This is an optimization exercise on Yosys and OpenROAD, whose aim is a short achievable clock period, not a production implementation. Function was checked by simulation only, so behaviour that the tests miss may differ from the original. Power is estimated from default activity; no workload was simulated.

==> flow/design.v <==
module uartprobe #(
    parameter [31:0] GPO_ON_RESET      = 32'hDEAD_BEEF,
    parameter [31:0] AXI_ADDR_ON_RESET = 32'b0
)(
input             clk,
input             m_aresetn,
input             rx_valid,
input      [ 7:0] rx_data,
output            rx_ready,
output            tx_valid,
output     [ 7:0] tx_data,
input             tx_ready,
output reg [31:0] gpo,
input      [31:0] gpi,
output     [31:0] m_axi_araddr,
input             m_axi_arready,
output     [ 2:0] m_axi_arsize,
output            m_axi_arvalid,
output     [31:0] m_axi_awaddr,
input             m_axi_awready,
output     [ 2:0] m_axi_awsize,
output            m_axi_awvalid,
output            m_axi_bready,
input      [ 1:0] m_axi_bresp,
input             m_axi_bvalid,
input      [31:0] m_axi_rdata,
output            m_axi_rready,
input      [ 1:0] m_axi_rresp,
input             m_axi_rvalid,
output reg [31:0] m_axi_wdata,
input             m_axi_wready,
output     [ 3:0] m_axi_wstrb,
output            m_axi_wvalid
);
reg         st_idle;
reg  [3:0]  st_gpo_rd;       
reg  [3:0]  st_gpo_wr;       
reg  [3:0]  st_adr_rd;       
reg  [3:0]  st_adr_wr;       
reg  [3:0]  st_dat_rd;       
reg  [3:0]  st_dat_wr;       
reg         st_rst_rd;       
reg         st_rct_wr;       
reg         st_wst_rd;       
reg         st_wct_wr;       
reg         st_rd;           
reg         st_wr;           
reg         tx_valid_q;      
reg  [31:0] st_gpi_rd;       
reg         rx_ready_r;      
reg         idle_rr;         
reg         wr_rr;           
reg  [ 7:0] tx_oth;          
reg         axi_rd_go;
reg         axi_wr_go;
reg         axi_wa_go;
reg  [31:0] axi_addr;
reg  [31:0] axi_data;
reg         axi_ctrl_ae;
reg         axi_ctrl_rv;
reg         axi_ctrl_wv;
reg  [ 1:0] axi_ctrl_rr;
reg  [ 1:0] axi_ctrl_wr;
uartprobe_and2 u_rx_ready (.a(rx_ready_r), .b(rx_valid), .y(rx_ready));
assign tx_valid      = tx_valid_q;
genvar gb;
generate
    for (gb = 0; gb < 8; gb = gb + 1) begin : g_tx
        wire n0, n1, n2, n3;
        uartprobe_nand2 u_n0 (.a(st_gpi_rd[     gb]), .b(gpi[     gb]), .y(n0));
        uartprobe_nand2 u_n1 (.a(st_gpi_rd[ 8 + gb]), .b(gpi[ 8 + gb]), .y(n1));
        uartprobe_nand2 u_n2 (.a(st_gpi_rd[16 + gb]), .b(gpi[16 + gb]), .y(n2));
        uartprobe_a21oi u_n3 (.a1(st_gpi_rd[24 + gb]), .a2(gpi[24 + gb]),
                              .b1(tx_oth[gb]), .y(n3));
        uartprobe_nand4 u_o  (.a(n0), .b(n1), .c(n2), .d(n3), .y(tx_data[gb]));
    end
endgenerate
assign m_axi_arsize  = 3'b0;
assign m_axi_arvalid = axi_rd_go;
assign m_axi_awsize  = 3'b0;
assign m_axi_awvalid = axi_wa_go;
assign m_axi_bready  = m_axi_bvalid;
assign m_axi_rready  = m_axi_rvalid;
assign m_axi_wstrb   = 4'b1111;
assign m_axi_wvalid  = axi_wr_go;
assign m_axi_araddr  = axi_addr;
assign m_axi_awaddr  = axi_addr;
wire [5:0]  rc      = rx_data[5:0];
wire        enter;                            
wire        wr_acc;                           
uartprobe_and2 u_enter  (.a(idle_rr), .b(rx_valid), .y(enter));
uartprobe_and2 u_wr_acc (.a(wr_rr),   .b(rx_valid), .y(wr_acc));
wire        hold_rd = ~tx_ready;              
wire        hold_wr = ~wr_acc;                
wire        hold    = (st_rd & hold_rd) | (st_wr & hold_wr);
wire        n_idle  = st_idle ? ~(idle_rr & rx_valid & (rc != 6'h01)) : ~hold;
reg  [3:0]  d_gpi_rd, d_gpo_rd, d_gpo_wr, d_adr_rd, d_adr_wr, d_dat_rd, d_dat_wr;
integer i;
always @(*) begin
    for (i = 0; i < 4; i = i + 1) begin
        d_gpi_rd[i] = (rc == 6'h02 + i);
        d_gpo_rd[i] = (rc == 6'h06 + i);
        d_gpo_wr[i] = (rc == 6'h0A + i);
        d_adr_rd[i] = (rc == 6'h0E + i);
        d_adr_wr[i] = (rc == 6'h12 + i);
        d_dat_rd[i] = (rc == 6'h16 + i);
        d_dat_wr[i] = (rc == 6'h1A + i);
    end
end
wire        d_rst_rd = (rc == 6'h1E);
wire        d_rct_wr = (rc == 6'h1F);
wire        d_wst_rd = (rc == 6'h20);
wire        d_wct_wr = (rc == 6'h21);
wire        d_rd     = (|d_gpi_rd) | (|d_gpo_rd) | (|d_adr_rd) | (|d_dat_rd) |
                       d_rst_rd | d_wst_rd;
wire        d_wr     = (|d_gpo_wr) | (|d_adr_wr) | (|d_dat_wr) |
                       d_rct_wr | d_wct_wr;
wire [3:0]  n_gpo_rd = enter ? d_gpo_rd : st_gpo_rd & {4{hold_rd}};
wire [3:0]  n_gpo_wr = enter ? d_gpo_wr : st_gpo_wr & {4{hold_wr}};
wire [3:0]  n_adr_rd = enter ? d_adr_rd : st_adr_rd & {4{hold_rd}};
wire [3:0]  n_adr_wr = enter ? d_adr_wr : st_adr_wr & {4{hold_wr}};
wire [3:0]  n_dat_rd = enter ? d_dat_rd : st_dat_rd & {4{hold_rd}};
wire [3:0]  n_dat_wr = enter ? d_dat_wr : st_dat_wr & {4{hold_wr}};
wire        n_rst_rd = enter ? d_rst_rd : st_rst_rd & hold_rd;
wire        n_rct_wr = enter ? d_rct_wr : st_rct_wr & hold_wr;
wire        n_wst_rd = enter ? d_wst_rd : st_wst_rd & hold_rd;
wire        n_wct_wr = enter ? d_wct_wr : st_wct_wr & hold_wr;
wire        n_rd     = enter ? d_rd     : st_rd & hold_rd;
wire        n_wr     = enter ? d_wr     : st_wr & hold_wr;
always @(posedge clk, negedge m_aresetn) begin : p_fsm
    if (!m_aresetn) begin
        st_idle    <= 1'b0;
        st_gpo_rd  <= 4'b0;
        st_gpo_wr  <= 4'b0;
        st_adr_rd  <= 4'b0;
        st_adr_wr  <= 4'b0;
        st_dat_rd  <= 4'b0;
        st_dat_wr  <= 4'b0;
        st_rst_rd  <= 1'b0;
        st_rct_wr  <= 1'b0;
        st_wst_rd  <= 1'b0;
        st_wct_wr  <= 1'b0;
        st_rd      <= 1'b0;
        st_wr      <= 1'b0;
        tx_valid_q <= 1'b0;
        st_gpi_rd  <= 32'b0;
        idle_rr    <= 1'b0;
        wr_rr      <= 1'b0;
    end else begin
        st_idle    <= n_idle;
        st_gpo_rd  <= n_gpo_rd;
        st_gpo_wr  <= n_gpo_wr;
        st_adr_rd  <= n_adr_rd;
        st_adr_wr  <= n_adr_wr;
        st_dat_rd  <= n_dat_rd;
        st_dat_wr  <= n_dat_wr;
        st_rst_rd  <= n_rst_rd;
        st_rct_wr  <= n_rct_wr;
        st_wst_rd  <= n_wst_rd;
        st_wct_wr  <= n_wct_wr;
        st_rd      <= n_rd;
        st_wr      <= n_wr;
        tx_valid_q <= enter ? d_rd : tx_valid_q & hold_rd;
        for (i = 0; i < 32; i = i + 1)
            st_gpi_rd[i] <= enter ? d_gpi_rd[i / 8] : st_gpi_rd[i] & hold_rd;
        idle_rr    <= n_idle & rx_valid;
        wr_rr      <= n_wr & rx_valid;
    end
end
always @(posedge clk) rx_ready_r <= rx_valid;
wire        ctl_wr  = st_rct_wr | st_wct_wr;
wire        go_set  = st_wct_wr & rx_valid & rx_data[0];
wire        rv_d    = m_axi_rvalid | (axi_ctrl_rv & ~(st_rst_rd & tx_ready));
wire        wv_d    = m_axi_bvalid | (axi_ctrl_wv & ~(st_wst_rd & tx_ready));
wire [ 1:0] rr_d    = m_axi_rvalid ? m_axi_rresp : axi_ctrl_rr;
wire [ 1:0] wr_d    = m_axi_bvalid ? m_axi_bresp : axi_ctrl_wr;
wire [31:0] data_d  = m_axi_rvalid ? m_axi_rdata : axi_data;
wire        inc     = (m_axi_rvalid | m_axi_bvalid) & axi_ctrl_ae;
wire [31:0] addr_p4;
assign addr_p4[1:0] = axi_addr[1:0];
uartprobe_inc30 u_inc (.a(axi_addr[31:2]), .y(addr_p4[31:2]));
reg  [31:0] addr_wr;         
always @(*) begin
    addr_wr = axi_addr;
    if (wr_acc) begin
        if (st_adr_wr[0]) addr_wr[ 7: 0] = rx_data;
        if (st_adr_wr[1]) addr_wr[15: 8] = rx_data;
        if (st_adr_wr[2]) addr_wr[23:16] = rx_data;
        if (st_adr_wr[3]) addr_wr[31:24] = rx_data;
    end
end
wire [31:0] addr_d;          
wire [31:0] addr_ri;         
generate
    for (gb = 0; gb < 32; gb = gb + 1) begin : g_addr
        uartprobe_mux2 u_d  (.s(inc), .a(addr_wr[gb]),  .b(addr_p4[gb]), .y(addr_d[gb]));
        uartprobe_mux2 u_ri (.s(inc), .a(axi_addr[gb]), .b(addr_p4[gb]), .y(addr_ri[gb]));
    end
endgenerate
always @(posedge clk, negedge m_aresetn) begin : p_axi_go
    if (!m_aresetn) begin
        axi_rd_go <= 1'b0;
        axi_wa_go <= 1'b0;
        axi_wr_go <= 1'b0;
    end else begin
        if (m_axi_arready)
            axi_rd_go <= 1'b0;
        else if (st_rct_wr && rx_valid && rx_data[0])
            axi_rd_go <= 1'b1;
        if (m_axi_awready)
            axi_wa_go <= 1'b0;
        else if (go_set)
            axi_wa_go <= 1'b1;
        if (m_axi_wready)
            axi_wr_go <= 1'b0;
        else if (go_set)
            axi_wr_go <= 1'b1;
    end
end
always @(posedge clk, negedge m_aresetn) begin : p_axi_ctrl
    if (!m_aresetn) begin
        axi_ctrl_ae <= 1'b1;
        axi_ctrl_rv <= 1'b1;
        axi_ctrl_wv <= 1'b1;
    end else begin
        if (ctl_wr && rx_valid)
            axi_ctrl_ae <= rx_data[1];
        axi_ctrl_rv <= rv_d;
        axi_ctrl_wv <= wv_d;
    end
end
always @(posedge clk) begin : p_axi_resp
    axi_ctrl_rr <= rr_d;
    axi_ctrl_wr <= wr_d;
    axi_data    <= data_d;
end
always @(posedge clk) begin : p_axi_wdata
    if (st_dat_wr[0] && rx_valid) m_axi_wdata[ 7: 0] <= rx_data;
    if (st_dat_wr[1] && rx_valid) m_axi_wdata[15: 8] <= rx_data;
    if (st_dat_wr[2] && rx_valid) m_axi_wdata[23:16] <= rx_data;
    if (st_dat_wr[3] && rx_valid) m_axi_wdata[31:24] <= rx_data;
end
always @(posedge clk, negedge m_aresetn) begin : p_axi_addr
    if (!m_aresetn)
        axi_addr <= AXI_ADDR_ON_RESET;
    else
        axi_addr <= addr_d;
end
always @(posedge clk, negedge m_aresetn) begin : p_gpo
    if (!m_aresetn) begin
        gpo <= GPO_ON_RESET;
    end else begin
        if (st_gpo_wr[0] && rx_valid) gpo[ 7: 0] <= rx_data;
        if (st_gpo_wr[1] && rx_valid) gpo[15: 8] <= rx_data;
        if (st_gpo_wr[2] && rx_valid) gpo[23:16] <= rx_data;
        if (st_gpo_wr[3] && rx_valid) gpo[31:24] <= rx_data;
    end
end
wire [ 7:0] rst_d   = {rr_d[0], 2'b00, rv_d, 2'b00, axi_ctrl_ae, 1'b0};
wire [ 7:0] wst_d   = {wr_d[0], 2'b00, wv_d, 2'b00, axi_ctrl_ae, 1'b0};
wire [ 7:0] n_tx_oth;
generate
    for (gb = 0; gb < 8; gb = gb + 1) begin : g_tx_oth
        wire e0, e1, e2, e3, e4, e5, e6, ey0, ey1;    
        wire s0, s1, s2, s3, s4, s5, s6, sy0, sy1;    
        wire ne0, ne1, ns;
        uartprobe_a22oi u_e0 (.a1(d_gpo_rd[0]), .a2(gpo[gb]),          .b1(d_gpo_rd[1]), .b2(gpo[8 + gb]),      .y(e0));
        uartprobe_a22oi u_e1 (.a1(d_gpo_rd[2]), .a2(gpo[16 + gb]),     .b1(d_gpo_rd[3]), .b2(gpo[24 + gb]),     .y(e1));
        uartprobe_a22oi u_e2 (.a1(d_adr_rd[0]), .a2(addr_ri[gb]),      .b1(d_adr_rd[1]), .b2(addr_ri[8 + gb]),  .y(e2));
        uartprobe_a22oi u_e3 (.a1(d_adr_rd[2]), .a2(addr_ri[16 + gb]), .b1(d_adr_rd[3]), .b2(addr_ri[24 + gb]), .y(e3));
        uartprobe_a22oi u_e4 (.a1(d_dat_rd[0]), .a2(data_d[gb]),       .b1(d_dat_rd[1]), .b2(data_d[8 + gb]),   .y(e4));
        uartprobe_a22oi u_e5 (.a1(d_dat_rd[2]), .a2(data_d[16 + gb]),  .b1(d_dat_rd[3]), .b2(data_d[24 + gb]),  .y(e5));
        uartprobe_a22oi u_s0 (.a1(st_gpo_rd[0]), .a2(gpo[gb]),          .b1(st_gpo_rd[1]), .b2(gpo[8 + gb]),      .y(s0));
        uartprobe_a22oi u_s1 (.a1(st_gpo_rd[2]), .a2(gpo[16 + gb]),     .b1(st_gpo_rd[3]), .b2(gpo[24 + gb]),     .y(s1));
        uartprobe_a22oi u_s2 (.a1(st_adr_rd[0]), .a2(addr_ri[gb]),      .b1(st_adr_rd[1]), .b2(addr_ri[8 + gb]),  .y(s2));
        uartprobe_a22oi u_s3 (.a1(st_adr_rd[2]), .a2(addr_ri[16 + gb]), .b1(st_adr_rd[3]), .b2(addr_ri[24 + gb]), .y(s3));
        uartprobe_a22oi u_s4 (.a1(st_dat_rd[0]), .a2(data_d[gb]),       .b1(st_dat_rd[1]), .b2(data_d[8 + gb]),   .y(s4));
        uartprobe_a22oi u_s5 (.a1(st_dat_rd[2]), .a2(data_d[16 + gb]),  .b1(st_dat_rd[3]), .b2(data_d[24 + gb]),  .y(s5));
        if (gb == 1 || gb == 4 || gb == 7) begin : g_st
            uartprobe_a22oi u_e6 (.a1(d_rst_rd),  .a2(rst_d[gb]), .b1(d_wst_rd),  .b2(wst_d[gb]), .y(e6));
            uartprobe_a22oi u_s6 (.a1(st_rst_rd), .a2(rst_d[gb]), .b1(st_wst_rd), .b2(wst_d[gb]), .y(s6));
            uartprobe_nand3 u_ey1 (.a(e4), .b(e5), .c(e6), .y(ey1));
            uartprobe_nand3 u_sy1 (.a(s4), .b(s5), .c(s6), .y(sy1));
        end else begin : g_nst
            uartprobe_nand2 u_ey1 (.a(e4), .b(e5), .y(ey1));
            uartprobe_nand2 u_sy1 (.a(s4), .b(s5), .y(sy1));
        end
        uartprobe_nand4 u_ey0 (.a(e0), .b(e1), .c(e2), .d(e3), .y(ey0));
        uartprobe_nand4 u_sy0 (.a(s0), .b(s1), .c(s2), .d(s3), .y(sy0));
        uartprobe_nand2 u_ne0 (.a(enter), .b(ey0), .y(ne0));
        uartprobe_nand2 u_ne1 (.a(enter), .b(ey1), .y(ne1));
        uartprobe_o21ai u_ns  (.a1(sy0), .a2(sy1), .b1(hold_rd), .y(ns));
        uartprobe_nand3 u_n   (.a(ne0), .b(ne1), .c(ns), .y(n_tx_oth[gb]));
    end
endgenerate
always @(posedge clk, negedge m_aresetn) begin : p_tx_oth
    if (!m_aresetn)
        tx_oth <= 8'b0;
    else
        tx_oth <= n_tx_oth;
end
endmodule
module uartprobe_nand2 (input a, input b, output y);
    assign y = ~(a & b);
endmodule
module uartprobe_and2 (input a, input b, output y);
    assign y = a & b;
endmodule
module uartprobe_a21oi (input a1, input a2, input b1, output y);
    assign y = ~((a1 & a2) | b1);
endmodule
module uartprobe_nand4 (input a, input b, input c, input d, output y);
    assign y = ~(a & b & c & d);
endmodule
module uartprobe_inc30 (input [29:0] a, output [29:0] y);
    wire p1_1;
    wire p1_2;
    wire p1_3;
    wire p1_4;
    wire p1_5;
    wire p1_6;
    wire p1_7;
    wire p1_8;
    wire p1_9;
    wire p1_10;
    wire p1_11;
    wire p1_12;
    wire p1_13;
    wire p1_14;
    wire p1_15;
    wire p1_16;
    wire p1_17;
    wire p1_18;
    wire p1_19;
    wire p1_20;
    wire p1_21;
    wire p1_22;
    wire p1_23;
    wire p1_24;
    wire p1_25;
    wire p1_26;
    wire p1_27;
    wire p1_28;
    wire i_a_0;
    wire p2_2;
    wire p2_3;
    wire p2_4;
    wire p2_5;
    wire p2_6;
    wire p2_7;
    wire p2_8;
    wire p2_9;
    wire p2_10;
    wire p2_11;
    wire p2_12;
    wire p2_13;
    wire p2_14;
    wire p2_15;
    wire p2_16;
    wire p2_17;
    wire p2_18;
    wire p2_19;
    wire p2_20;
    wire p2_21;
    wire p2_22;
    wire p2_23;
    wire p2_24;
    wire p2_25;
    wire p2_26;
    wire p2_27;
    wire p2_28;
    wire p3_4;
    wire i_p1_1;
    wire p3_5;
    wire p3_6;
    wire p3_7;
    wire p3_8;
    wire p3_9;
    wire p3_10;
    wire p3_11;
    wire p3_12;
    wire p3_13;
    wire p3_14;
    wire p3_15;
    wire p3_16;
    wire p3_17;
    wire p3_18;
    wire p3_19;
    wire p3_20;
    wire p3_21;
    wire p3_22;
    wire p3_23;
    wire p3_24;
    wire p3_25;
    wire p3_26;
    wire p3_27;
    wire p3_28;
    wire p4_8;
    wire p4_9;
    wire i_p2_2;
    wire p4_10;
    wire i_p2_3;
    wire p4_11;
    wire p4_12;
    wire p4_13;
    wire p4_14;
    wire p4_15;
    wire p4_16;
    wire p4_17;
    wire p4_18;
    wire p4_19;
    wire p4_20;
    wire p4_21;
    wire p4_22;
    wire p4_23;
    wire p4_24;
    wire p4_25;
    wire p4_26;
    wire p4_27;
    wire p4_28;
    wire p5_16;
    wire p5_17;
    wire p5_18;
    wire p5_19;
    wire i_p3_4;
    wire p5_20;
    wire i_p3_5;
    wire p5_21;
    wire i_p3_6;
    wire p5_22;
    wire i_p3_7;
    wire p5_23;
    wire p5_24;
    wire p5_25;
    wire p5_26;
    wire p5_27;
    wire p5_28;
    uartprobe_nand2 u1 (.a(a[1]), .b(a[0]), .y(p1_1));
    uartprobe_nand2 u2 (.a(a[2]), .b(a[1]), .y(p1_2));
    uartprobe_nand2 u3 (.a(a[3]), .b(a[2]), .y(p1_3));
    uartprobe_nand2 u4 (.a(a[4]), .b(a[3]), .y(p1_4));
    uartprobe_nand2 u5 (.a(a[5]), .b(a[4]), .y(p1_5));
    uartprobe_nand2 u6 (.a(a[6]), .b(a[5]), .y(p1_6));
    uartprobe_nand2 u7 (.a(a[7]), .b(a[6]), .y(p1_7));
    uartprobe_nand2 u8 (.a(a[8]), .b(a[7]), .y(p1_8));
    uartprobe_nand2 u9 (.a(a[9]), .b(a[8]), .y(p1_9));
    uartprobe_nand2 u10 (.a(a[10]), .b(a[9]), .y(p1_10));
    uartprobe_nand2 u11 (.a(a[11]), .b(a[10]), .y(p1_11));
    uartprobe_nand2 u12 (.a(a[12]), .b(a[11]), .y(p1_12));
    uartprobe_nand2 u13 (.a(a[13]), .b(a[12]), .y(p1_13));
    uartprobe_nand2 u14 (.a(a[14]), .b(a[13]), .y(p1_14));
    uartprobe_nand2 u15 (.a(a[15]), .b(a[14]), .y(p1_15));
    uartprobe_nand2 u16 (.a(a[16]), .b(a[15]), .y(p1_16));
    uartprobe_nand2 u17 (.a(a[17]), .b(a[16]), .y(p1_17));
    uartprobe_nand2 u18 (.a(a[18]), .b(a[17]), .y(p1_18));
    uartprobe_nand2 u19 (.a(a[19]), .b(a[18]), .y(p1_19));
    uartprobe_nand2 u20 (.a(a[20]), .b(a[19]), .y(p1_20));
    uartprobe_nand2 u21 (.a(a[21]), .b(a[20]), .y(p1_21));
    uartprobe_nand2 u22 (.a(a[22]), .b(a[21]), .y(p1_22));
    uartprobe_nand2 u23 (.a(a[23]), .b(a[22]), .y(p1_23));
    uartprobe_nand2 u24 (.a(a[24]), .b(a[23]), .y(p1_24));
    uartprobe_nand2 u25 (.a(a[25]), .b(a[24]), .y(p1_25));
    uartprobe_nand2 u26 (.a(a[26]), .b(a[25]), .y(p1_26));
    uartprobe_nand2 u27 (.a(a[27]), .b(a[26]), .y(p1_27));
    uartprobe_nand2 u28 (.a(a[28]), .b(a[27]), .y(p1_28));
    uartprobe_inv u29 (.a(a[0]), .y(i_a_0));
    uartprobe_nor2 u30 (.a(p1_2), .b(i_a_0), .y(p2_2));
    uartprobe_nor2 u31 (.a(p1_3), .b(p1_1), .y(p2_3));
    uartprobe_nor2 u32 (.a(p1_4), .b(p1_2), .y(p2_4));
    uartprobe_nor2 u33 (.a(p1_5), .b(p1_3), .y(p2_5));
    uartprobe_nor2 u34 (.a(p1_6), .b(p1_4), .y(p2_6));
    uartprobe_nor2 u35 (.a(p1_7), .b(p1_5), .y(p2_7));
    uartprobe_nor2 u36 (.a(p1_8), .b(p1_6), .y(p2_8));
    uartprobe_nor2 u37 (.a(p1_9), .b(p1_7), .y(p2_9));
    uartprobe_nor2 u38 (.a(p1_10), .b(p1_8), .y(p2_10));
    uartprobe_nor2 u39 (.a(p1_11), .b(p1_9), .y(p2_11));
    uartprobe_nor2 u40 (.a(p1_12), .b(p1_10), .y(p2_12));
    uartprobe_nor2 u41 (.a(p1_13), .b(p1_11), .y(p2_13));
    uartprobe_nor2 u42 (.a(p1_14), .b(p1_12), .y(p2_14));
    uartprobe_nor2 u43 (.a(p1_15), .b(p1_13), .y(p2_15));
    uartprobe_nor2 u44 (.a(p1_16), .b(p1_14), .y(p2_16));
    uartprobe_nor2 u45 (.a(p1_17), .b(p1_15), .y(p2_17));
    uartprobe_nor2 u46 (.a(p1_18), .b(p1_16), .y(p2_18));
    uartprobe_nor2 u47 (.a(p1_19), .b(p1_17), .y(p2_19));
    uartprobe_nor2 u48 (.a(p1_20), .b(p1_18), .y(p2_20));
    uartprobe_nor2 u49 (.a(p1_21), .b(p1_19), .y(p2_21));
    uartprobe_nor2 u50 (.a(p1_22), .b(p1_20), .y(p2_22));
    uartprobe_nor2 u51 (.a(p1_23), .b(p1_21), .y(p2_23));
    uartprobe_nor2 u52 (.a(p1_24), .b(p1_22), .y(p2_24));
    uartprobe_nor2 u53 (.a(p1_25), .b(p1_23), .y(p2_25));
    uartprobe_nor2 u54 (.a(p1_26), .b(p1_24), .y(p2_26));
    uartprobe_nor2 u55 (.a(p1_27), .b(p1_25), .y(p2_27));
    uartprobe_nor2 u56 (.a(p1_28), .b(p1_26), .y(p2_28));
    uartprobe_nand2 u57 (.a(p2_4), .b(a[0]), .y(p3_4));
    uartprobe_inv u58 (.a(p1_1), .y(i_p1_1));
    uartprobe_nand2 u59 (.a(p2_5), .b(i_p1_1), .y(p3_5));
    uartprobe_nand2 u60 (.a(p2_6), .b(p2_2), .y(p3_6));
    uartprobe_nand2 u61 (.a(p2_7), .b(p2_3), .y(p3_7));
    uartprobe_nand2 u62 (.a(p2_8), .b(p2_4), .y(p3_8));
    uartprobe_nand2 u63 (.a(p2_9), .b(p2_5), .y(p3_9));
    uartprobe_nand2 u64 (.a(p2_10), .b(p2_6), .y(p3_10));
    uartprobe_nand2 u65 (.a(p2_11), .b(p2_7), .y(p3_11));
    uartprobe_nand2 u66 (.a(p2_12), .b(p2_8), .y(p3_12));
    uartprobe_nand2 u67 (.a(p2_13), .b(p2_9), .y(p3_13));
    uartprobe_nand2 u68 (.a(p2_14), .b(p2_10), .y(p3_14));
    uartprobe_nand2 u69 (.a(p2_15), .b(p2_11), .y(p3_15));
    uartprobe_nand2 u70 (.a(p2_16), .b(p2_12), .y(p3_16));
    uartprobe_nand2 u71 (.a(p2_17), .b(p2_13), .y(p3_17));
    uartprobe_nand2 u72 (.a(p2_18), .b(p2_14), .y(p3_18));
    uartprobe_nand2 u73 (.a(p2_19), .b(p2_15), .y(p3_19));
    uartprobe_nand2 u74 (.a(p2_20), .b(p2_16), .y(p3_20));
    uartprobe_nand2 u75 (.a(p2_21), .b(p2_17), .y(p3_21));
    uartprobe_nand2 u76 (.a(p2_22), .b(p2_18), .y(p3_22));
    uartprobe_nand2 u77 (.a(p2_23), .b(p2_19), .y(p3_23));
    uartprobe_nand2 u78 (.a(p2_24), .b(p2_20), .y(p3_24));
    uartprobe_nand2 u79 (.a(p2_25), .b(p2_21), .y(p3_25));
    uartprobe_nand2 u80 (.a(p2_26), .b(p2_22), .y(p3_26));
    uartprobe_nand2 u81 (.a(p2_27), .b(p2_23), .y(p3_27));
    uartprobe_nand2 u82 (.a(p2_28), .b(p2_24), .y(p3_28));
    uartprobe_nor2 u83 (.a(p3_8), .b(i_a_0), .y(p4_8));
    uartprobe_nor2 u84 (.a(p3_9), .b(p1_1), .y(p4_9));
    uartprobe_inv u85 (.a(p2_2), .y(i_p2_2));
    uartprobe_nor2 u86 (.a(p3_10), .b(i_p2_2), .y(p4_10));
    uartprobe_inv u87 (.a(p2_3), .y(i_p2_3));
    uartprobe_nor2 u88 (.a(p3_11), .b(i_p2_3), .y(p4_11));
    uartprobe_nor2 u89 (.a(p3_12), .b(p3_4), .y(p4_12));
    uartprobe_nor2 u90 (.a(p3_13), .b(p3_5), .y(p4_13));
    uartprobe_nor2 u91 (.a(p3_14), .b(p3_6), .y(p4_14));
    uartprobe_nor2 u92 (.a(p3_15), .b(p3_7), .y(p4_15));
    uartprobe_nor2 u93 (.a(p3_16), .b(p3_8), .y(p4_16));
    uartprobe_nor2 u94 (.a(p3_17), .b(p3_9), .y(p4_17));
    uartprobe_nor2 u95 (.a(p3_18), .b(p3_10), .y(p4_18));
    uartprobe_nor2 u96 (.a(p3_19), .b(p3_11), .y(p4_19));
    uartprobe_nor2 u97 (.a(p3_20), .b(p3_12), .y(p4_20));
    uartprobe_nor2 u98 (.a(p3_21), .b(p3_13), .y(p4_21));
    uartprobe_nor2 u99 (.a(p3_22), .b(p3_14), .y(p4_22));
    uartprobe_nor2 u100 (.a(p3_23), .b(p3_15), .y(p4_23));
    uartprobe_nor2 u101 (.a(p3_24), .b(p3_16), .y(p4_24));
    uartprobe_nor2 u102 (.a(p3_25), .b(p3_17), .y(p4_25));
    uartprobe_nor2 u103 (.a(p3_26), .b(p3_18), .y(p4_26));
    uartprobe_nor2 u104 (.a(p3_27), .b(p3_19), .y(p4_27));
    uartprobe_nor2 u105 (.a(p3_28), .b(p3_20), .y(p4_28));
    uartprobe_nand2 u106 (.a(p4_16), .b(a[0]), .y(p5_16));
    uartprobe_nand2 u107 (.a(p4_17), .b(i_p1_1), .y(p5_17));
    uartprobe_nand2 u108 (.a(p4_18), .b(p2_2), .y(p5_18));
    uartprobe_nand2 u109 (.a(p4_19), .b(p2_3), .y(p5_19));
    uartprobe_inv u110 (.a(p3_4), .y(i_p3_4));
    uartprobe_nand2 u111 (.a(p4_20), .b(i_p3_4), .y(p5_20));
    uartprobe_inv u112 (.a(p3_5), .y(i_p3_5));
    uartprobe_nand2 u113 (.a(p4_21), .b(i_p3_5), .y(p5_21));
    uartprobe_inv u114 (.a(p3_6), .y(i_p3_6));
    uartprobe_nand2 u115 (.a(p4_22), .b(i_p3_6), .y(p5_22));
    uartprobe_inv u116 (.a(p3_7), .y(i_p3_7));
    uartprobe_nand2 u117 (.a(p4_23), .b(i_p3_7), .y(p5_23));
    uartprobe_nand2 u118 (.a(p4_24), .b(p4_8), .y(p5_24));
    uartprobe_nand2 u119 (.a(p4_25), .b(p4_9), .y(p5_25));
    uartprobe_nand2 u120 (.a(p4_26), .b(p4_10), .y(p5_26));
    uartprobe_nand2 u121 (.a(p4_27), .b(p4_11), .y(p5_27));
    uartprobe_nand2 u122 (.a(p4_28), .b(p4_12), .y(p5_28));
    uartprobe_inv u123 (.a(a[0]), .y(y[0]));
    uartprobe_xor2 u124 (.a(a[1]), .b(a[0]), .y(y[1]));
    uartprobe_xnor2 u125 (.a(a[2]), .b(p1_1), .y(y[2]));
    uartprobe_xor2 u126 (.a(a[3]), .b(p2_2), .y(y[3]));
    uartprobe_xor2 u127 (.a(a[4]), .b(p2_3), .y(y[4]));
    uartprobe_xnor2 u128 (.a(a[5]), .b(p3_4), .y(y[5]));
    uartprobe_xnor2 u129 (.a(a[6]), .b(p3_5), .y(y[6]));
    uartprobe_xnor2 u130 (.a(a[7]), .b(p3_6), .y(y[7]));
    uartprobe_xnor2 u131 (.a(a[8]), .b(p3_7), .y(y[8]));
    uartprobe_xor2 u132 (.a(a[9]), .b(p4_8), .y(y[9]));
    uartprobe_xor2 u133 (.a(a[10]), .b(p4_9), .y(y[10]));
    uartprobe_xor2 u134 (.a(a[11]), .b(p4_10), .y(y[11]));
    uartprobe_xor2 u135 (.a(a[12]), .b(p4_11), .y(y[12]));
    uartprobe_xor2 u136 (.a(a[13]), .b(p4_12), .y(y[13]));
    uartprobe_xor2 u137 (.a(a[14]), .b(p4_13), .y(y[14]));
    uartprobe_xor2 u138 (.a(a[15]), .b(p4_14), .y(y[15]));
    uartprobe_xor2 u139 (.a(a[16]), .b(p4_15), .y(y[16]));
    uartprobe_xnor2 u140 (.a(a[17]), .b(p5_16), .y(y[17]));
    uartprobe_xnor2 u141 (.a(a[18]), .b(p5_17), .y(y[18]));
    uartprobe_xnor2 u142 (.a(a[19]), .b(p5_18), .y(y[19]));
    uartprobe_xnor2 u143 (.a(a[20]), .b(p5_19), .y(y[20]));
    uartprobe_xnor2 u144 (.a(a[21]), .b(p5_20), .y(y[21]));
    uartprobe_xnor2 u145 (.a(a[22]), .b(p5_21), .y(y[22]));
    uartprobe_xnor2 u146 (.a(a[23]), .b(p5_22), .y(y[23]));
    uartprobe_xnor2 u147 (.a(a[24]), .b(p5_23), .y(y[24]));
    uartprobe_xnor2 u148 (.a(a[25]), .b(p5_24), .y(y[25]));
    uartprobe_xnor2 u149 (.a(a[26]), .b(p5_25), .y(y[26]));
    uartprobe_xnor2 u150 (.a(a[27]), .b(p5_26), .y(y[27]));
    uartprobe_xnor2 u151 (.a(a[28]), .b(p5_27), .y(y[28]));
    uartprobe_xnor2 u152 (.a(a[29]), .b(p5_28), .y(y[29]));
endmodule
module uartprobe_mux2 (input s, input a, input b, output y);
    assign y = s ? b : a;
endmodule
module uartprobe_nor2 (input a, input b, output y);
    assign y = ~(a | b);
endmodule
module uartprobe_inv (input a, output y);
    assign y = ~a;
endmodule
module uartprobe_xor2 (input a, input b, output y);
    assign y = a ^ b;
endmodule
module uartprobe_xnor2 (input a, input b, output y);
    assign y = ~(a ^ b);
endmodule
module uartprobe_nand3 (input a, input b, input c, output y);
    assign y = ~(a & b & c);
endmodule
module uartprobe_a22oi (input a1, input a2, input b1, input b2, output y);
    assign y = ~((a1 & a2) | (b1 & b2));
endmodule
module uartprobe_o21ai (input a1, input a2, input b1, output y);
    assign y = ~((a1 | a2) & b1);
endmodule
==> flow/run.sh <==
#!/bin/bash
# synth_recipe.tcl (not shown) runs the flow's synth.tcl, then flattens the netlist and writes it again
# the make line also repeats each setting of config.mk as NAME=value (left out here)
make -C /OpenROAD-flow-scripts/flow DESIGN_CONFIG=/design/flow/config.mk WORK_HOME=/design/flow/orfs CLKGATE_MAP_FILE= SYNTH_SCRIPT=/design/flow/synth_recipe.tcl finish
==> flow/config.mk <==
export PLATFORM = sky130hd
export DESIGN_NAME = uartprobe
export DESIGN_NICKNAME = uartprobe
export VERILOG_FILES = /design/flow/design.v
export SDC_FILE = /design/flow/constraint.sdc
export NUM_CORES = 4
export LEC_CHECK = 0
export ABC_CLOCK_PERIOD_IN_PS = 1500
export CAP_MARGIN = 20
export CORE_MARGIN = 2
export CORE_UTILIZATION = 40
export SETUP_SLACK_MARGIN = 2.6
export SLEW_MARGIN = 20
export SYNTH_HIERARCHICAL = 1
==> flow/constraint.sdc <==
create_clock -name core_clock -period 4.5 [get_ports {clk}]
set_input_delay 0.9000 -clock core_clock [delete_from_list [all_inputs] [get_ports {clk}]]
set_output_delay 0.9000 -clock core_clock [all_outputs]
set_load 0.01 [all_outputs]
==> impl_metrics.toml, run 1 <==
[yosys]
synth_ff_type = "dfrtp_1"
synth_warnings = 7
yosysUniqueCellTypes = 50
syn_inst = 993
synth-seq-cells = 211
synth_area_sq_um = 11500
synth_edf_count = 32
yosysSeqAreaShare_pct = 46.1
async_reset_ff_share_pct = 68.2
synth_area_per_cell_sq_um = 11.6

[routing]
drt_pre_antenna_iters = 5
drc_errors = 0
totalWireLength_mm = 39.5
drt-vias-per-instance = 5.44
drt_iter0_drc = 673
wl_met3_mm = 2.58
wire_per_inst_um = 21.9
dr_wl_met2_mm = 18.8
final_antenna_net_count = 0
vias = 9790
wl_met1_mm = 16.9
topRoutingLayerUsed = "met4"

[sta]
period_share_pct = 50.6
fin_setup_tns_ns = 0
rsz0062_at_grt = "yes"
slew_headroom_pct = 45.6
tightestPinTransition_ns = 0.815
fmax_mhz = 439
final_hold_viol_count = 0
skew_ns = 0.0220
finalCriticalPeriod_ns = 2.28
setup_viol = 0
finalMaxSlewViolations = 0

[final_layout]
insertedDiodeCount = 0
area_growth_pct = 55.0
mostFrequentLayoutCell = "buf_6"
nets = 1483
finalInstanceArea_sq_um = 17800
final_cell_mix = "buf_6 (190), buf_4 (113), a22oi_2 (102)"
final_layout_size_suffix_gt1_share_pct = 64.1
nFillCells = 2224

[floorplanning]
fp.dieW_um = 173
io_pins = 238
fp-row-count = 62
die-area_sq_um = 30100
die_h_um = 173
core-area_sq_um = 28500
initial_utilization_pct = 40.3

[critical_path]
rrSetupSlack_ns = 2.22
crit_type = "reg2reg"
crit_required_ns = 4.89
cp_max_fo = 4
setup.worst_path.end_class = "flip-flop"
startpoint_type = "flip-flop"
crit_arrival_ns = 2.66

[clocking]
cts_tree = "done"
hold_buffers = 0
clkTransAtPathRegs_ns = 0.06
ctsLongestPathBuffers = 3
cts_htree_levels = 1
cts_made_buffers = 24
cts_sinks = 211
clk_latency_ns = 0.52
root_buffer = "clkbuf_16"

[grt]
antenna_found_initial = 0
grt_overflow = 0
gr-usage-all-layers_pct = 24.6
grt_pass1_vias = 9607
grt_pass1_wl_mm = 57.9
grt_max_degree = 83

[placed_design]
placed_area_sq_um = 14200
hpwlAfterDp_mm = 24.3
routabilityCongestion = 0.860
port_buffers = 225

[power_and_ir_drop]
power.leakage_nw = 8.14
powerDensity_nw_per_um2 = 456
ir_worst_vdd_v = 0.000299

[worst_hold_path]
min_path_type = "in2async"

[job]
cap_viol_max_count = 0

[status]
status = "complete, no violations"
## Yosys cell counts, drive strengths merged (5+ instances only)
library cell | number | area, sq um
xor2 | 11 | 96.3
nor2 | 59 | 221
nand2 | 152 | 571
dfstp | 27 | 709
nor2b | 5 | 31.3
o31ai | 6 | 45.0
dfrtp | 117 | 2930
nor3 | 8 | 50.1
a22oi | 102 | 1280
edfxtp | 32 | 961
xnor2 | 19 | 166
buf | 52 | 374
a21o | 35 | 263
dfxtp | 35 | 701
a22o | 16 | 140
inv | 11 | 41.3
nand2b | 6 | 37.5
a21oi | 9 | 75.1
mux2 | 154 | 1970
and2 | 8 | 50.1
nor4 | 12 | 105
o21ai | 22 | 110
nand4 | 24 | 150
nand3 | 16 | 80.1
clkbuf | 28 | 105
## power breakdown
| part | switching, mW | leakage (nW) | internal (mW) | total, mW |
|---|---|---|---|---|
| logic | 1.59 | 5.33 | 2.09 | 3.69 |
| clock network | 0.794 | 0.390 | 1.14 | 1.93 |
| registers | 0.242 | 2.43 | 2.26 | 2.50 |
## repair_timing
item                                    in CTS  in global routing
endpoints found under the setup margin     280                215
buffers inserted                           144                 61
cloned                                       5                  0
resized for setup                         1015                140
pin swaps                                   97                 90
## sequential cells by signal (all words and copies together), names as in the netlist, 4 cells and up
| register | cells |
|---|---|
| axi_addr | 32 |
| axi_data | 32 |
| gpo | 32 |
| m_axi_wdata | 32 |
| st_gpi_rd | 32 |
| tx_oth | 8 |
| st_adr_rd | 4 |
| st_adr_wr | 4 |
| st_dat_rd | 4 |
| st_dat_wr | 4 |
| st_gpo_rd | 4 |
| st_gpo_wr | 4 |
## cell type report
cell class	instances	area (sq um)	area share [%]
sequential	211	5340	30.0
clock buffer	37	743	4.18
multi-input combinational	700	6630	37.3
inverter	11	48.8	0.274
timing repair buffer	450	4510	25.4
clock inverter	7	37.5	0.211
tap	384	480	2.70
## metrics by stage
step / setup WS [ns] / total power, mW / hold slack, ns / std cells / util (%)
global placement: 0.848 / 4.77 / 0.458 / 1546 / 49.8
CTS: 2.21 / 7.60 / 0.464 / 1739 / 59.2
finish: 2.22 / 8.12 / 0.431 / 1800 / 62.5
floorplan: 1.60 / 3.90 / 0.440 / 1001 / -
global route: 2.17 / 8.43 / 0.491 / 1800 / 62.5
detailed placement: 0.805 / 4.79 / 0.466 / 1546 / 49.8
## Yosys stat by module (local to each module, per instance), a selection
module / area, sq um / cells inside / flops+latches
uartprobe_o21ai: 5.00 / 1 / 0
uartprobe_nor2: 3.75 / 1 / 0
uartprobe_xnor2: 8.76 / 1 / 0
uartprobe_nand4: 6.26 / 1 / 0
uartprobe_mux2: 15.0 / 1 / 0
uartprobe_xor2: 8.76 / 1 / 0
uartprobe_inv: 3.75 / 1 / 0
uartprobe_nand3: 5.00 / 1 / 0
uartprobe_and2: 6.26 / 1 / 0
## kinds of logic (layout without fill, tap and decap cells)
kind of cell | Yosys count | count (layout) | synth area share, %
xor+xnor | 30 | 30 | 2.29
flops | 211 | 211 | 46.1
mux | 155 | 155 | 17.3
other cells | 2 | 10 | 0.0654
compound gates | 207 | 207 | 17.9
simple gates | 297 | 298 | 11.7
buf+inv | 91 | 505 | 4.53
## worst max-delay path, stage by stage (launching register included)
cell     delay (ns)
dfrtp_2        0.40
buf_6          0.13
buf_6          0.12
inv_2          0.06
nor2_4         0.14
nand2_1        0.13
nor2_1         0.20
xor2_1         0.11
mux2_4         0.28
a22oi_2        0.18
nand4_1        0.16
o21ai_1        0.15
nand3_1        0.09
## worst paths after layout
check / from / to / cells past startpoint
setup / recovery: axi_addr[2]$_DFF_PN0_ / tx_oth[1]$_DFF_PN0_ / 12
hold / removal: m_aresetn / st_wst_rd$_DFF_PN0_ / 1
setup reg to reg: axi_addr[2]$_DFF_PN0_ / tx_oth[1]$_DFF_PN0_ / 12
hold reg to reg: st_gpi_rd[15]$_DFF_PN0_ / st_gpi_rd[15]$_DFF_PN0_ / 1
max in group asynchronous: m_aresetn / st_gpi_rd[3]$_DFF_PN0_ / 2
min in group core_clock: st_gpi_rd[15]$_DFF_PN0_ / st_gpi_rd[15]$_DFF_PN0_ / 1
## metal layers
metal / up-vias / global-route usage [%]
li1: 4403 / -
met1: 4896 / 33.9
met2: 398 / 40.3
met3: 93 / 4.36
met4: 0 / 5.90
met5: - / 0
==> run 2, diff against run 1 <==
--- a/flow/design.v
+++ b/flow/design.v
@@ -55,5 +55,6 @@
 reg         axi_wr_go;
 reg         axi_wa_go;
-reg  [31:0] axi_addr;
+reg  [31:0] axi_addr;        
+reg  [31:0] addr_i;          
 reg  [31:0] axi_data;
 reg         axi_ctrl_ae;
@@ -178,9 +179,9 @@
 wire        inc     = (m_axi_rvalid | m_axi_bvalid) & axi_ctrl_ae;
 wire [31:0] addr_p4;
-assign addr_p4[1:0] = axi_addr[1:0];
-uartprobe_inc30 u_inc (.a(axi_addr[31:2]), .y(addr_p4[31:2]));
+assign addr_p4[1:0] = addr_i[1:0];
+uartprobe_inc30 u_inc (.a(addr_i[31:2]), .y(addr_p4[31:2]));
 reg  [31:0] addr_wr;         
 always @(*) begin
-    addr_wr = axi_addr;
+    addr_wr = addr_i;
     if (wr_acc) begin
         if (st_adr_wr[0]) addr_wr[ 7: 0] = rx_data;
@@ -191,9 +192,11 @@
 end
 wire [31:0] addr_d;          
+wire [31:0] addr_di;         
 wire [31:0] addr_ri;         
 generate
     for (gb = 0; gb < 32; gb = gb + 1) begin : g_addr
-        uartprobe_mux2 u_d  (.s(inc), .a(addr_wr[gb]),  .b(addr_p4[gb]), .y(addr_d[gb]));
-        uartprobe_mux2 u_ri (.s(inc), .a(axi_addr[gb]), .b(addr_p4[gb]), .y(addr_ri[gb]));
+        uartprobe_mux2 u_d  (.s(inc), .a(addr_wr[gb]), .b(addr_p4[gb]), .y(addr_d[gb]));
+        uartprobe_mux2 u_di (.s(inc), .a(addr_wr[gb]), .b(addr_p4[gb]), .y(addr_di[gb]));
+        uartprobe_mux2 u_ri (.s(inc), .a(addr_i[gb]),  .b(addr_p4[gb]), .y(addr_ri[gb]));
     end
 endgenerate
@@ -242,8 +245,11 @@
 end
 always @(posedge clk, negedge m_aresetn) begin : p_axi_addr
-    if (!m_aresetn)
+    if (!m_aresetn) begin
         axi_addr <= AXI_ADDR_ON_RESET;
-    else
+        addr_i   <= AXI_ADDR_ON_RESET;
+    end else begin
         axi_addr <= addr_d;
+        addr_i   <= addr_di;
+    end
 end
 always @(posedge clk, negedge m_aresetn) begin : p_gpo
--- a/flow/config.mk
+++ b/flow/config.mk
@@ -9,5 +9,5 @@
 export CAP_MARGIN = 20
 export CORE_MARGIN = 2
-export CORE_UTILIZATION = 40
+export CORE_UTILIZATION = 60
 export SETUP_SLACK_MARGIN = 2.6
 export SLEW_MARGIN = 20
==> run 2 against run 1 <==
Sequential power grew 19%. Register-to-register slack worse by 0.05 ns. Critical path depth fell by 1. Hold slack got worse by 0.0032 ns. Sequential share of layout area increased by 5.6 points. Global-route usage rose by 9.3 points. Setup slack got worse by 0.051 ns. Synthesized area is 11% higher. Largest cell class unchanged.
==> impl_metrics.toml, run 2 <==
[floorplanning]
io_pins = 238
initial_utilization_pct = 61.0
core-area_sq_um = 21000
die_h_um = 150
fp.dieW_um = 150
fp-row-count = 53
die-area_sq_um = 22500

[yosys]
synth_ff_type = "dfrtp_1"
yosysUniqueCellTypes = 47
syn_inst = 1071
synth_edf_count = 32
async_reset_ff_share_pct = 72.4
synth_warnings = 7
synthMuxAreaShare_pct = 19.3
synth_top_cell_area_share_pct = 29.2
synthSimpleGateAreaFrac_pct = 11.2
synth_top_family_by_area = "multiplexers"
synth_top_area_cell = "dfrtp_1"
synth_compound_area_share_pct = 15.7
synth_top_cells_by_count = "nand2_1 (161), dfrtp_1 (149), a22oi_2 (102), mux2_4 (96), mux2_2 (90)"
yosysMostFrequentCell = "nand2_1"
yosysSeqAreaShare_pct = 47.7
synth_area_per_cell_sq_um = 11.9
synthAdderAreaFrac_pct = 0
synth_xor_xnor_area_share_pct = 1.99
synth_area_sq_um = 12800
synth-seq-cells = 243
synthTopCellsByArea = "dfrtp_1 (29%), mux2_4 (11%), a22oi_2 (10%), mux2_2 (7.9%), edfxtp_1 (7.5%)"

[sta]
period_share_pct = 51.7
fin_ws_ns = 2.17
tightestPinTransition_ns = 0.824
fmax_mhz = 430
fin_setup_tns_ns = 0
finalCriticalPeriod_ns = 2.33
rsz0062_at_grt = "yes"
setup_viol = 0
final_hold_viol_count = 0
skew_ns = 0.0177
finalMaxSlewViolations = 0
slew_headroom_pct = 45.1

[worst_hold_path]
min_path_type = "in2async"

[critical_path]
crit_chain = "nand2_1 -> nor2_1 -> nand2_1 -> nor2_2 -> nand2_2 -> xnor2_2 -> mux2_4 -> a22oi_2 -> nand4_1 -> o21ai_1 -> nand3_1"
rrSetupSlack_ns = 2.17
timing.rr.start = "addr_i[22]$_DFF_PN0_"
startpoint_type = "flip-flop"
slowest_delay_ns = 0.40
setup.worst_path.end_class = "flip-flop"
crit_slowest_cell = "dfrtp_1"
crit_start = "addr_i[22]$_DFF_PN0_"
crit_type = "reg2reg"
cp_max_fo = 3
crit_arrival_ns = 2.72
cpMostUsedCell = "nand2_1"
crit_required_ns = 4.90

[clocking]
clkTransAtPathRegs_ns = 0.06
hold_buffers = 0
root_buffer = "clkbuf_16"
cts_sinks = 243
cts_made_buffers = 25
cts_htree_levels = 1
cts_tree = "done"
ctsLongestPathBuffers = 3
clk_latency_ns = 0.52

[routing]
drt_pre_antenna_iters = 5
drt_iter0_drc = 821
vias = 10300
drt-vias-per-instance = 6.06
totalWireLength_mm = 39.5
wire_per_inst_um = 23.2
final_antenna_net_count = 0
drc_errors = 0

[grt]
grt_max_degree = 95
grt_pass1_wl_mm = 58.0
gr-usage-all-layers_pct = 33.9
antenna_found_initial = 0
grt_overflow = 0
grt_pass1_vias = 10200

[power_and_ir_drop]
ir_worst_vdd_v = 0.000435
power.leakage_nw = 7.98
powerDensity_nw_per_um2 = 474

[placed_design]
port_buffers = 225
hpwlAfterDp_mm = 24.7
dp_slack_ns = 1.00
routabilityCongestion = 0.928
placed_area_sq_um = 15200

[final_layout]
insertedDiodeCount = 0
area_growth_pct = 34.9
final_layout_size_suffix_gt1_share_pct = 57.8
mostFrequentLayoutCell = "nand2_1"
nets = 1495
finalInstanceArea_sq_um = 17200
final_cell_mix = "nand2_1 (127), dfrtp_1 (125), buf_4 (120)"

[status]
status = "complete, no violations"

[job]
cap_viol_max_count = 0
-- run 2: cell types whose count changed in the layout (fill, tap and decap cells not counted), sizes merged, moves of 3 or more --
| cell | change |
|---|---|
| dfrtp | +32 |
| o21ai | +15 |
| nor2 | +14 |
| nor4 | -12 |
| a22o | -9 |
| clkbuf | +4 |
| nand2 | +9 |
| mux2 | +32 |
| buf | -80 |
| bufinv | +3 |
| o31ai | -3 |
| or2 | +3 |
| nor3 | +6 |
-- run 2: per-layer routing --
| layer | track usage [%] | wire length, um |
|---|---|---|
| met5 | 0 | 0 |
| met4 | 15.9 | 2160 |
| met3 | 5.06 | 3050 |
| met2 | 58.1 | 19200 |
| met1 | 42.2 | 15100 |
-- run 2: stage by stage --
stage          util, %  hold WS [ns]  power [mW]  cells
2_1_floorplan        -         0.442        4.52   1079
3_3_place_gp      72.4         0.454        5.40   1530
3_5_place_dp      72.4         0.466        5.46   1530
4_1_cts           80.7         0.479        7.99   1680
5_1_grt           82.2         0.480        8.45   1703
6_report          82.2         0.428        8.17   1703
-- run 2: worst paths after layout --
path	endpoint	cells after the start
min	st_dat_wr[2]$_DFF_PN0_	1
max in group asynchronous	addr_i[27]$_DFF_PN0_	2
min in group core_clock	st_gpi_rd[16]$_DFF_PN0_	1
max reg2reg	tx_oth[6]$_DFF_PN0_	11
min reg2reg	st_gpi_rd[16]$_DFF_PN0_	1
max	tx_oth[6]$_DFF_PN0_	11
-- run 2: worst max-delay path, delay by kind of cell, from the launching register on --
family,cells,cell delay [ns]
AO/OA/AOI/OAI,2,0.30
AND/OR/NAND/NOR,7,1.05
flip-flops,1,0.40
multiplexers,1,0.30
XOR/XNOR,1,0.15
-- run 2: repair_timing --
action | CTS | global route
gates cloned | 5 | 0
gates resized for setup | 873 | 88
pin swaps | 80 | 44
setup buffers | 100 | 23
endpoints found under the setup margin | 347 | 228
-- run 2: cells by family (layout without fill, tap and decap cells) --
family | count (synthesis) | after routing
and+or+nand+nor | 317 | 317
DFF | 243 | 243
AOI/OAI and AO/OA | 210 | 211
muxes | 187 | 187
xor gates and xnor gates | 29 | 29
other | 2 | 10
buffers and inverters | 83 | 431
-- run 2: power by group --
group	switching [mW]	internal [mW]
registers	0.321	2.65
clock network	0.854	1.26
logic	1.42	1.67
-- run 2: Yosys stat by module (local to each module, per instance), a selection --
module           cell area [sq um]  cells  times used  flip-flops and latches
uartprobe_inv                 3.75      1           9                       0
uartprobe_nand3               5.00      1          14                       0
uartprobe_nand2               3.75      1         116                       0
uartprobe_and2                6.26      1           3                       0
uartprobe_a22oi               12.5      1         102                       0
uartprobe_mux2                15.0      1          96                       0
uartprobe                     8810    614           1                     243
uartprobe_xor2                8.76      1          11                       0
uartprobe_o21ai               5.00      1           8                       0
uartprobe_nor2                3.75      1          48                       0
uartprobe_xnor2               8.76      1          18                       0
-- run 2: cell type report --
cell class | count | area (sq um)
timing repair buffer | 375 | 3170
clock buffer | 35 | 703
sequential | 243 | 6130
multi-input combinational | 754 | 6720
clock inverter | 10 | 123
fill | 1222 | 3720
tap | 275 | 344
inverter | 11 | 45.0
==> run 3, diff against run 2 <==
--- a/flow/config.mk
+++ b/flow/config.mk
@@ -9,5 +9,5 @@
 export CAP_MARGIN = 20
 export CORE_MARGIN = 2
-export CORE_UTILIZATION = 60
+export CORE_UTILIZATION = 40
 export SETUP_SLACK_MARGIN = 2.6
 export SLEW_MARGIN = 20
==> run 3 against run 2 <==
Synthesized cell count unchanged. Sequential power about the same. Die area up 49%. Global-route usage down 10 points. Sequential share of layout area down 1.0 points. First-iteration DRC count down 31%. Utilization down 26 points. Critical path depth down 7. Register-to-register slack better by 0.08 ns. Clock skew up 0.00090 ns. Critical endpoint is now tx_data[0]. Highest routed layer unchanged.
==> impl_metrics.toml, run 3 <==
[critical_path]
startpoint_type = "primary input"
crit_arrival_ns = 1.40
crit_start = "gpi[24]"
setup.worst_path.end_class = "output port"
crit_type = "in2out"
cp_max_fo = 1
timing.rr.start = "addr_i[10]$_DFF_PN0_"
crit_required_ns = 3.60

[final_layout]
nFillCells = 2655
nets = 1500
finalInstanceArea_sq_um = 17700
final_layout_size_suffix_gt1_share_pct = 57.7
area_growth_pct = 38.8
multi_input_area_sq_um = 6800
mostFrequentLayoutCell = "dfrtp_1"
instances_no_fill = 1839
regArea_sq_um = 6130
final_cell_mix = "dfrtp_1 (127), nand2_1 (116), buf_4 (116)"

[clocking]
cts_htree_levels = 1
clkTransAtPathRegs_ns = 0.06
clk_latency_ns = 0.54
cts_made_buffers = 27
cts_sinks = 243
ctsLongestPathBuffers = 3
cts_tree = "done"
hold_buffers = 0
root_buffer = "clkbuf_16"

[routing]
drt-vias-per-instance = 5.33
wire_per_inst_um = 22.0
drt_pre_antenna_iters = 5
drt_iter0_drc = 566
vias = 9808
drc_errors = 0
totalWireLength_mm = 40.5
final_antenna_net_count = 0

[status]
status = "complete, no violations"

[sta]
skew_ns = 0.0186
hold_slack_ns = 0.399
rsz0062_at_grt = "yes"
setup_viol = 0
fmax_mhz = 435
fin_setup_tns_ns = 0
final_hold_viol_count = 0
finalMaxSlewViolations = 0
tightestPinTransition_ns = 0.919
slew_headroom_pct = 38.7
finalCriticalPeriod_ns = 2.30
period_share_pct = 51.1

[worst_hold_path]
min_path_type = "in2async"

[job]
cap_viol_max_count = 0

[yosys]
synth_area_per_cell_sq_um = 11.9
synth_edf_count = 32
yosysMostFrequentCell = "nand2_1"
yosysSeqAreaShare_pct = 47.7
synthTopCellsByArea = "dfrtp_1 (29%), mux2_4 (11%), a22oi_2 (10%), mux2_2 (7.9%), edfxtp_1 (7.5%)"
synth_area_sq_um = 12800
syn_inst = 1071
synth-seq-cells = 243
synth_top_cells_by_count = "nand2_1 (161), dfrtp_1 (149), a22oi_2 (102), mux2_4 (96), mux2_2 (90)"
synth_warnings = 7
synth_top_area_cell = "dfrtp_1"
yosysUniqueCellTypes = 47
synth_ff_type = "dfrtp_1"
synth_top_cell_area_share_pct = 29.2
async_reset_ff_share_pct = 72.4

[floorplanning]
die-area_sq_um = 33400
core-area_sq_um = 31500
initial_utilization_pct = 40.6
fp-row-count = 65
io_pins = 238
die_h_um = 183
fp.dieW_um = 183

[power_and_ir_drop]
power.leakage_nw = 8.15
ir_worst_vdd_v = 0.000275
p_total_mw = 8.17
powerDensity_nw_per_um2 = 461

[grt]
antenna_found_initial = 1
grt_max_degree = 90
gr-usage-all-layers_pct = 23.6
grt_pass1_wl_mm = 60.2
grt_pass1_vias = 10000
grt_overflow = 0

[placed_design]
placed_area_sq_um = 15400
hpwlAfterDp_mm = 27.0
placed_cells = 1661
port_buffers = 225
routabilityCongestion = 0.912
[run 3: cell type report]
cell class	count	area share, %
Multi-Input combinational cell	754	38.4
Sequential cell	243	34.6
Timing Repair Buffer	378	19.3
Clock buffer	36	4.23
Tap cell	402	2.84
Clock inverter	13	0.402
Inverter	11	0.247
Antenna cell	2	0.0282
[run 3: per-stage QoR]
| stage | util, % | setup WS (ns) |
|---|---|---|
| CTS | 55.0 | 2.21 |
| finish | 56.3 | 2.20 |
| detailed placement | 48.8 | 1.05 |
| global placement | 48.8 | 0.993 |
| floorplan | - | 1.28 |
| global route | 56.3 | 2.14 |
[run 3: timing repair]
action                                  in CTS  in global routing
cloned                                      10                  3
resized for setup                          881                 82
endpoints found under the setup margin     344                202
buffers inserted                            96                 18
pin swaps                                   81                 62
[run 3: cell families after synthesis]
kind of cell    synth area share, %
other cells                  0.0588
xor+xnor                       1.99
flops                          47.7
compound gates                 15.7
mux                            19.3
simple gates                   11.2
buf+inv                        3.96
[run 3: per-layer routing]
metal	track usage [%]	share of wire [%]	up-vias
met2	39.7	48	302
met3	3.63	5.5	73
met1	31.4	43	4918
li1	-	-	4515
met5	0	0	-
met4	7.74	3.2	0
[run 3: path summary, 6_finish.rpt]
check / cells after the start / slack [ns] / to
min in group core_clock: 1 / 0.48 / st_gpi_rd[14]$_DFF_PN0_
max in group asynchronous: 2 / 3.02 / axi_ctrl_ae$_DFFE_PN1P_
worst max-delay path: 4 / 2.20 / tx_data[0]
worst min register to register: 1 / 0.48 / st_gpi_rd[14]$_DFF_PN0_
worst max register to register: 12 / 2.25 / tx_oth[2]$_DFF_PN0_
worst min-delay path: 1 / 0.40 / st_gpi_rd[10]$_DFF_PN0_
[run 3: power by group]
part / switching [mW] / internal, mW
clock network: 0.905 / 1.17
registers: 0.326 / 2.65
logic: 1.40 / 1.73
total: 2.63 / 5.55
[run 3: critical path, stage by stage]
cell,delay (ns)
buf_6,0.10
a21oi_4,0.14
nand4_1,0.11
buf_2,0.15
[run 3: per-module statistics from Yosys, one instance, submodules excluded, excerpt]
| module | cells inside | copies in the design |
|---|---|---|
| uartprobe | 614 | 1 |
| uartprobe_xor2 | 1 | 11 |
| uartprobe_nand2 | 1 | 116 |
| uartprobe_xnor2 | 1 | 18 |
| uartprobe_nand3 | 1 | 14 |
| uartprobe_mux2 | 1 | 96 |
==> run 4, diff against run 3 <==
--- a/flow/design.v
+++ b/flow/design.v
@@ -57,4 +57,5 @@
 reg  [31:0] axi_addr;        
 reg  [31:0] addr_i;          
+reg  [31:2] p4_q;            
 reg  [31:0] axi_data;
 reg         axi_ctrl_ae;
@@ -178,7 +179,7 @@
 wire [31:0] data_d  = m_axi_rvalid ? m_axi_rdata : axi_data;
 wire        inc     = (m_axi_rvalid | m_axi_bvalid) & axi_ctrl_ae;
-wire [31:0] addr_p4;
-assign addr_p4[1:0] = addr_i[1:0];
-uartprobe_inc30 u_inc (.a(addr_i[31:2]), .y(addr_p4[31:2]));
+wire [31:0] addr_p4 = {p4_q, addr_i[1:0]};
+wire [31:2] p4_p4;           
+uartprobe_inc30 u_inc (.a(p4_q), .y(p4_p4));
 reg  [31:0] addr_wr;         
 always @(*) begin
@@ -201,4 +202,37 @@
     end
 endgenerate
+wire [7:0]  rx_p1  = rx_data + 8'd1;
+wire [7:2]  rx_p10 = rx_data[7:2] + 6'd1;
+wire        rx_one = &rx_data;
+wire        rx_one0 = &rx_data[7:2];
+wire [3:0]  a_one  = {&addr_i[31:24], &addr_i[23:16], &addr_i[15:8], &addr_i[7:2]};
+wire [31:0] a_p1   = {addr_i[31:24] + 8'd1, addr_i[23:16] + 8'd1,
+                      addr_i[15:8] + 8'd1, addr_i[7:2] + 6'd1, 2'b00};
+reg  [31:0] p4w;
+reg         cy;
+integer n, k;
+always @(*) begin
+    p4w = addr_p4;
+    for (n = 0; n < 4; n = n + 1) begin
+        if (st_adr_wr[n]) begin
+            cy = 1'b1;
+            for (k = 0; k < n; k = k + 1)
+                cy = cy & a_one[k];
+            if (n == 0) begin
+                p4w[7:2] = rx_p10;
+                cy = rx_one0;
+            end else begin
+                p4w[8 * n +: 8] = cy ? rx_p1 : rx_data;
+                cy = cy & rx_one;
+            end
+            for (k = n + 1; k < 4; k = k + 1) begin
+                p4w[8 * k +: 8] = cy ? a_p1[8 * k +: 8] : addr_i[8 * k +: 8];
+                cy = cy & a_one[k];
+            end
+        end
+    end
+end
+wire        adr_wr_acc = wr_acc & (|st_adr_wr);
+wire [31:2] p4_d = inc ? p4_p4 : adr_wr_acc ? p4w[31:2] : p4_q;
 always @(posedge clk, negedge m_aresetn) begin : p_axi_go
     if (!m_aresetn) begin
@@ -248,7 +282,9 @@
         axi_addr <= AXI_ADDR_ON_RESET;
         addr_i   <= AXI_ADDR_ON_RESET;
+        p4_q     <= AXI_ADDR_ON_RESET[31:2] + 30'd1;
     end else begin
         axi_addr <= addr_d;
         addr_i   <= addr_di;
+        p4_q     <= p4_d;
     end
 end
==> run 4 against run 3 <==
Power increased by 12%. Setup slack improved by 0.038 ns. Via count increased by 34%. Synthesized area increased by 21%. Largest cell class unchanged. Highest routed layer unchanged.
==> impl_metrics.toml, run 4 <==
[yosys]
synth_compound_area_share_pct = 18.1
synth_warnings = 7
synth_area_per_cell_sq_um = 10.6
synth_top_family_by_area = "compound AO/OA/AOI/OAI gates"
synth_ff_type = "dfrtp_1"
synthAdderAreaFrac_pct = 1.06
synth_area_sq_um = 15400
synthSimpleGateAreaFrac_pct = 13.2
syn_inst = 1447
yosysMostFrequentCell = "nand2_1"
synth_top_cells_by_count = "nand2_1 (232), dfrtp_1 (178), a22oi_2 (102), mux2_4 (96), nor2_1 (95)"
synthMuxAreaShare_pct = 14.7
synth_xor_xnor_area_share_pct = 4.21
yosysSeqAreaShare_pct = 44.5
yosysUniqueCellTypes = 64
synthTopCellsByArea = "dfrtp_1 (29%), mux2_4 (9.4%), a22oi_2 (8.3%), edfxtp_1 (6.2%), nand2_1 (5.7%)"
synth-seq-cells = 273
synth_top_cell_area_share_pct = 28.9
synth_edf_count = 32
synth_top_area_cell = "dfrtp_1"
async_reset_ff_share_pct = 75.5

[power_and_ir_drop]
power.leakage_nw = 9.37
ir_worst_vdd_v = 0.000267
powerDensity_nw_per_um2 = 429

[critical_path]
crit_arrival_ns = 1.36
critPathBufInv = 2
critical-path-top-delay-family = "buffers and inverters"
rrSetupSlack_ns = 2.38
crit_required_ns = 3.60
cp.depth = 4
setup.worst_path.end_class = "output port"
startpoint_type = "primary input"
rr_worst_depth = 6
cp_max_fo = 1
crit_slowest_cell = "buf_2"
crit_type = "in2out"
slowest_delay_ns = 0.15
crit_chain = "buf_6 -> a21oi_4 -> nand4_1 -> buf_2"

[grt]
grt_max_degree = 76
antenna_found_initial = 0
gr-usage-all-layers_pct = 26.2
grt_overflow = 0
grt_pass1_wl_mm = 81.4
grt_pass1_vias = 12800

[status]
status = "complete, no violations"

[clocking]
clkTransAtPathRegs_ns = 0.06
ctsLongestPathBuffers = 3
cts_htree_levels = 1
clk_latency_ns = 0.59
cts_sinks = 273
cts_made_buffers = 30
cts_tree = "done"
hold_buffers = 0
root_buffer = "clkbuf_16"

[final_layout]
finalInstanceArea_sq_um = 21300
final_layout_size_suffix_gt1_share_pct = 49.6
multi_input_area_sq_um = 8980
final_cell_mix = "nand2_1 (206), dfrtp_1 (144), buf_4 (132)"
nFillCells = 3211
nets = 1902
insertedDiodeCount = 0
mostFrequentLayoutCell = "nand2_1"
regArea_sq_um = 6900
area_growth_pct = 38.5

[routing]
drt_pre_antenna_iters = 6
vias = 13100
drt_iter0_drc = 1218
totalWireLength_mm = 54.8
final_antenna_net_count = 0
drt-vias-per-instance = 5.60
wire_per_inst_um = 23.4
drc_errors = 0

[floorplanning]
io_pins = 238
die_h_um = 200
fp.dieW_um = 200
initial_utilization_pct = 40.8
core-area_sq_um = 37800
die-area_sq_um = 40100
fp-row-count = 71

[sta]
tightestPinTransition_ns = 0.950
final_hold_viol_count = 0
fmax_mhz = 442
fin_setup_tns_ns = 0
setup_viol = 0
finalCriticalPeriod_ns = 2.26
slew_headroom_pct = 36.7
skew_ns = 0.0229
finalMaxSlewViolations = 0
period_share_pct = 50.2
hold_slack_ns = 0.352
rsz0062_at_grt = "yes"

[placed_design]
hpwlAfterDp_mm = 35.7
port_buffers = 225
placed_area_sq_um = 18300
routabilityCongestion = 0.944

[job]
cap_viol_max_count = 0

[worst_hold_path]
min_path_type = "in2async"
[run 4: cell count changes in the layout (fill, tap and decap cells not counted), moves of 16 or more]
cell and delta:
nand2_2 -23, mux2_4 +16, mux2_2 -35, nand2_1 +90, buf_6 +17, dfrtp_1 +17
nor2_1 +37, o21ai_1 +29, xnor2_1 +36, buf_4 +16, xor2_1 +17, o21ai_0 +21
[run 4: final cells by class]
type	count	share of cell area [%]
Inverter	18	0.639
Sequential cell	273	32.3
Clock buffer	41	4.09
Tap cell	511	3.00
Clock inverter	15	0.774
Timing Repair Buffer	411	16.8
Multi-Input combinational cell	1066	42.1
Timing Repair inverter	4	0.276
[run 4: cells by family (layout without fill, tap and decap cells)]
group | after synthesis | after routing
AND/OR/NAND/NOR | 456 | 463
AO/OA/AOI/OAI | 337 | 337
flip-flops | 273 | 273
multiplexers | 169 | 169
buffers and inverters | 123 | 489
XOR/XNOR | 74 | 74
adder cells (fa/ha/maj) | 13 | 13
other | 2 | 10
[run 4: per-module statistics from Yosys (local to each module, per instance), a selection]
module	flops+latches	cell area, sq um	cells
uartprobe_nor2	0	3.75	1
uartprobe_o21ai	0	5.00	1
uartprobe_nand4	0	6.26	1
uartprobe_inv	0	3.75	1
uartprobe_xor2	0	8.76	1
uartprobe_a22oi	0	12.5	1
uartprobe	273	11400	990
uartprobe_and2	0	6.26	1
uartprobe_mux2	0	15.0	1
[run 4: where the power goes]
| part | internal (mW) | switching (mW) |
|---|---|---|
| Sequential | 2.95 | 0.464 |
| Combinational | 1.60 | 1.58 |
| Clock | 1.52 | 1.04 |
[run 4: worst paths after layout]
path,endpoint,start
max in group asynchronous,gpo[28]$_DFFE_PN1P_,m_aresetn
min in group core_clock,st_gpi_rd[0]$_DFF_PN0_,st_gpi_rd[0]$_DFF_PN0_
min,st_gpi_rd[21]$_DFF_PN0_,m_aresetn
min reg2reg,st_gpi_rd[0]$_DFF_PN0_,st_gpi_rd[0]$_DFF_PN0_
max,tx_data[4],gpi[28]
max reg2reg,p4_q[31]$_DFFE_PN0P_,st_adr_wr[3]$_DFF_PN0_
[run 4: stage by stage]
| step | total power [mW] | worst slack, ns | util (%) | std cells |
|---|---|---|---|---|
| 2_1_floorplan | 5.04 | 1.71 | - | 1455 |
| 3_3_place_gp | 6.09 | 0.603 | 48.5 | 2114 |
| 3_5_place_dp | 6.13 | 0.543 | 48.5 | 2114 |
| 4_1_cts | 9.00 | 2.24 | 54.1 | 2282 |
| 5_1_grt | 9.54 | 2.18 | 56.5 | 2339 |
| 6_report | 9.15 | 2.24 | 56.5 | 2339 |
[run 4: routing by layer]
metal  track usage [%]  vias to the layer above  routed length, um
met5                 0                        -                  0
met4              9.86                        0               2500
met3              4.47                      145               3640
met2              42.9                      566              25500
met1              34.7                     6475              23200
li1                  -                     5912                  -
[run 4: timing repair]
action | CTS | global route
gates cloned | 11 | 5
buffers inserted | 101 | 52
setup endpoints to repair | 316 | 227
pin swaps | 74 | 51
resized for setup | 938 | 123

[port drivers added, routing unchanged]
In the flow no input, the clock included, has a driving cell. The finished layouts below were timed again as built, in two steps.
Step 1 assumes that a clkbuf_16 drives the clock port and a buf_2 every other input.
Step 2 times the ports against the registers' clock, not the clock port: input delays grow and output delays shrink by t, the midpoint of the rising clock arrivals with the driver on.
a / b / c = ideal / step 1 / step 2; a / b = the first two.
run | t (ns) | slack for setup (ns) | worst data-port slew with drivers (ns)
run 1 | 0.562 | 2.224 / 2.202 / 1.821 | 0.07
run 2 | 0.564 | 2.173 / 2.173 / 1.784 | 0.06
run 3 | 0.584 | 2.201 / 2.150 / 1.726 | 0.07
run 4 | 0.634 | 2.239 / 2.205 / 1.800 | 0.07
After both steps setup and hold are still met in every run listed. For run 3, which loses most, drivers alone change the setup slack by -0.051 ns; drivers and shift together by -0.475 ns.
